This design comes from an exercise in tuning for small area on the open sky130 flow, not from production work. Function was checked by simulation only, so behaviour that the tests miss may differ from the original. Power figures rest on the tool's default switching activity, not on a simulated workload.

==> flow/design.v <==
`timescale 1ns / 1ps
module adc_fsm ( clk, rst, start_fsm, stop_sampling, samplingInProcess, configInProcess, CSnot, SCLK, SSTRB,
                 DIN, DOUT, ADC_ValueCH1, ADC_ValueCH2, ADC_ValueCH3 , sample_updated );
input             clk;
input             rst;
input             start_fsm;
input             stop_sampling;
input             DOUT;
output            SSTRB;
output reg        DIN;
output            SCLK;
output            CSnot;
output            samplingInProcess;
output            configInProcess;
output reg [15:0] ADC_ValueCH1;
output reg [15:0] ADC_ValueCH2;
output reg [15:0] ADC_ValueCH3;
output            sample_updated;
localparam [6:0] J_A  = 7'd26,   
                 J_B  = 7'd27,   
                 J_C1 = 7'd28,
                 J_C2 = 7'd29,
                 J_C3 = 7'd30,
                 J_D0 = 7'd31,   
                 J_D1 = 7'd32,   
                 J_E1 = 7'd33,   
                 J_S1 = 7'd34,
                 J_S2 = 7'd35,
                 J_S3 = 7'd36,
                 J_W0 = 7'd37,   
                 J_W1 = 7'd38,
                 J_E2 = 7'd0;    
reg  [6:0] js;
reg  [1:0] stc;       
reg        sts;       
reg  [5:0] t;         
reg  [2:0] cw;        
wire done_spi = (t == 6'd35);
wire wait_st  = js >= J_W0;
wire adv = ((js == J_A) & start_fsm) | (js == J_B) | (js == J_D0) | (js == J_D1) | (js == J_E1) |
           (((js == J_C1) | (js == J_C2) | (js == J_C3) | (js == J_S1) | (js == J_S2) | (js == J_S3)) & done_spi) |
           wait_st;
always @(posedge clk)
  if (rst || stop_sampling)
    js <= J_A;
  else if (js == J_E2)
    js <= J_S1;
  else if (adv)
    js <= js + 7'd1;
always @(posedge clk)
  if (rst)
    stc <= 2'd0;
  else if (!stop_sampling)
    stc <= (js == J_B) ? 2'd1 :
           ((js == J_C1) & done_spi) ? 2'd2 :
           ((js == J_C2) & done_spi) ? 2'd3 : 2'd0;
always @(posedge clk)
  if (rst || stop_sampling)
    sts <= 1'b0;
  else
    sts <= (js == J_E1) | (js == J_E2) | (((js == J_S1) | (js == J_S2)) & done_spi);
assign configInProcess   = (js >= J_C1) & (js <= J_E1);
assign samplingInProcess = (js >= J_S1) | (js == J_E2);
assign sample_updated    = (js == J_W1);
assign SSTRB             = 1'b0;
wire idle  = (t == 6'd0) | done_spi;
wire start = idle & ((stc != 2'd0) | sts);
always @(posedge clk)
  if (rst)
    t <= 6'd0;
  else if (idle)
    t <= start ? 6'd1 : 6'd0;
  else
    t <= t + 6'd1;
always @(posedge clk)
  if (idle)
    cw <= (stc != 2'd0) ? {1'b1, stc == 2'd2, stc == 2'd3} : {1'b0, js == J_S2, js == J_S3};
wire t_end = (t == 6'd33) | (t == 6'd34);    
assign SCLK  = (t >= 6'd2) & (t <= 6'd33);
reg cs_hold;
assign CSnot = idle | (t_end & cs_hold);
always @(negedge clk) begin
  cs_hold <= ~rst & t_end;
  DIN     <= ~rst & ((t == 6'd1) | ((t == 6'd3) & cw[0]) | ((t == 6'd4) & cw[1]) |
                     (((t == 6'd7) | (t == 6'd8)) & cw[2]));
end
wire shift_in = (t <= 6'd33);
reg        dout_n;    
reg [15:0] ring1, ring2, ring3;
always @(negedge clk)
  dout_n <= DOUT;
always @(posedge clk) begin
  ring1 <= {ring1[14:0], ((js == J_S1) & shift_in) ? dout_n : ring1[15]};
  ring2 <= {ring2[14:0], ((js == J_S2) & shift_in) ? dout_n : ring2[15]};
  ring3 <= {ring3[14:0], ((js == J_S3) & shift_in) ? dout_n : ring3[15]};
end
wire ld_g = (js == J_W0) & ~rst;    
wire ld_h = (js != J_W0) & ~rst;    
wire [47:0] ch_new = {ring1[9:0], ring1[15:10], ring2[5:0], ring2[15:6], ring3[1:0], ring3[15:2]};
wire [47:0] ch_q   = {ADC_ValueCH1, ADC_ValueCH2, ADC_ValueCH3};
wire [47:0] ch_d   = ({48{ld_g}} & ch_new) | ({48{ld_h}} & ch_q);
always @(posedge clk)
  {ADC_ValueCH1, ADC_ValueCH2, ADC_ValueCH3} <= ch_d;
endmodule
Settings: LEC_CHECK=0, CAP_MARGIN=20, CORE_MARGIN=2, CORE_UTILIZATION=40, SLEW_MARGIN=20; clock period 8.0 ns.
run.sh (not shown) runs the stock make flow with config.mk's settings and CLKGATE_MAP_FILE= SYNTH_SCRIPT=/design/flow/synth_recipe.tcl, a recipe that flattens the netlist after the stock synthesis.
Then changed:
--- a/flow/design.v
+++ b/flow/design.v
@@ -31,15 +31,15 @@
                  J_W1 = 7'd38,
                  J_E2 = 7'd0;    
 reg  [6:0] js;
 reg  [1:0] stc;       
 reg        sts;       
 reg  [5:0] t;         
+reg        done_spi;
 reg  [2:0] cw;        
-wire done_spi = (t == 6'd35);
-wire wait_st  = js >= J_W0;
+wire wait_st = js >= J_W0;
 wire adv = ((js == J_A) & start_fsm) | (js == J_B) | (js == J_D0) | (js == J_D1) | (js == J_E1) |
            (((js == J_C1) | (js == J_C2) | (js == J_C3) | (js == J_S1) | (js == J_S2) | (js == J_S3)) & done_spi) |
            wait_st;
 always @(posedge clk)
   if (rst || stop_sampling)
     js <= J_A;
@@ -60,45 +60,47 @@
   else
     sts <= (js == J_E1) | (js == J_E2) | (((js == J_S1) | (js == J_S2)) & done_spi);
 assign configInProcess   = (js >= J_C1) & (js <= J_E1);
 assign samplingInProcess = (js >= J_S1) | (js == J_E2);
 assign sample_updated    = (js == J_W1);
 assign SSTRB             = 1'b0;
-wire idle  = (t == 6'd0) | done_spi;
+wire idle  = (t == 6'd0);
 wire start = idle & ((stc != 2'd0) | sts);
 always @(posedge clk)
-  if (rst)
-    t <= 6'd0;
-  else if (idle)
-    t <= start ? 6'd1 : 6'd0;
-  else
-    t <= t + 6'd1;
+  if (rst) begin
+    t        <= 6'd0;
+    done_spi <= 1'b0;
+  end else begin
+    done_spi <= (t == 6'd34);
+    if (idle)
+      t <= start ? 6'd1 : 6'd0;
+    else if (t == 6'd34)
+      t <= 6'd0;
+    else
+      t <= t + 6'd1;
+  end
 always @(posedge clk)
   if (idle)
     cw <= (stc != 2'd0) ? {1'b1, stc == 2'd2, stc == 2'd3} : {1'b0, js == J_S2, js == J_S3};
-wire t_end = (t == 6'd33) | (t == 6'd34);    
 assign SCLK  = (t >= 6'd2) & (t <= 6'd33);
 reg cs_hold;
-assign CSnot = idle | (t_end & cs_hold);
+assign CSnot = idle | (((t == 6'd33) | (t == 6'd34)) & cs_hold);
 always @(negedge clk) begin
-  cs_hold <= ~rst & t_end;
+  cs_hold <= ~rst & ((t == 6'd33) | (t == 6'd34));
   DIN     <= ~rst & ((t == 6'd1) | ((t == 6'd3) & cw[0]) | ((t == 6'd4) & cw[1]) |
                      (((t == 6'd7) | (t == 6'd8)) & cw[2]));
 end
-wire shift_in = (t <= 6'd33);
-reg        dout_n;    
-reg [15:0] ring1, ring2, ring3;
-always @(negedge clk)
-  dout_n <= DOUT;
-always @(posedge clk) begin
-  ring1 <= {ring1[14:0], ((js == J_S1) & shift_in) ? dout_n : ring1[15]};
-  ring2 <= {ring2[14:0], ((js == J_S2) & shift_in) ? dout_n : ring2[15]};
-  ring3 <= {ring3[14:0], ((js == J_S3) & shift_in) ? dout_n : ring3[15]};
+reg [18:0] sr;
+reg [15:0] ring1, ring2;
+always @(negedge clk) begin
+  sr    <= {sr[17:0], DOUT};
+  ring1 <= {ring1[14:0], (js == J_S1) ? sr[1] : ring1[15]};
+  ring2 <= {ring2[14:0], (js == J_S2) ? sr[1] : ring2[15]};
 end
 wire ld_g = (js == J_W0) & ~rst;    
 wire ld_h = (js != J_W0) & ~rst;    
-wire [47:0] ch_new = {ring1[9:0], ring1[15:10], ring2[5:0], ring2[15:6], ring3[1:0], ring3[15:2]};
+wire [47:0] ch_new = {ring1[8:0], ring1[15:9], ring2[4:0], ring2[15:5], sr[18:3]};
 wire [47:0] ch_q   = {ADC_ValueCH1, ADC_ValueCH2, ADC_ValueCH3};
 wire [47:0] ch_d   = ({48{ld_g}} & ch_new) | ({48{ld_h}} & ch_q);
 always @(posedge clk)
   {ADC_ValueCH1, ADC_ValueCH2, ADC_ValueCH3} <= ch_d;
 endmodule
Effect:
- The new run completed without violations
- sequential share of layout area goes down by 0.72 points
- core utilization grows by 1.7 points
- final cell count is higher by 9.2%
- final area rose by 4.2%
- worst hold slack loses 28 ps
- combinational power drops by about 3%
- power rises by 6.6%
- setup slack gets worse by 170 ps
- clock-buffer cell count rises by 1
- die area rises by 1.7%
- synthesized area grows by 1.8%
- global-route usage is about the same
- synthesized cell count went up by 1.6%
- critical path depth went up by 1
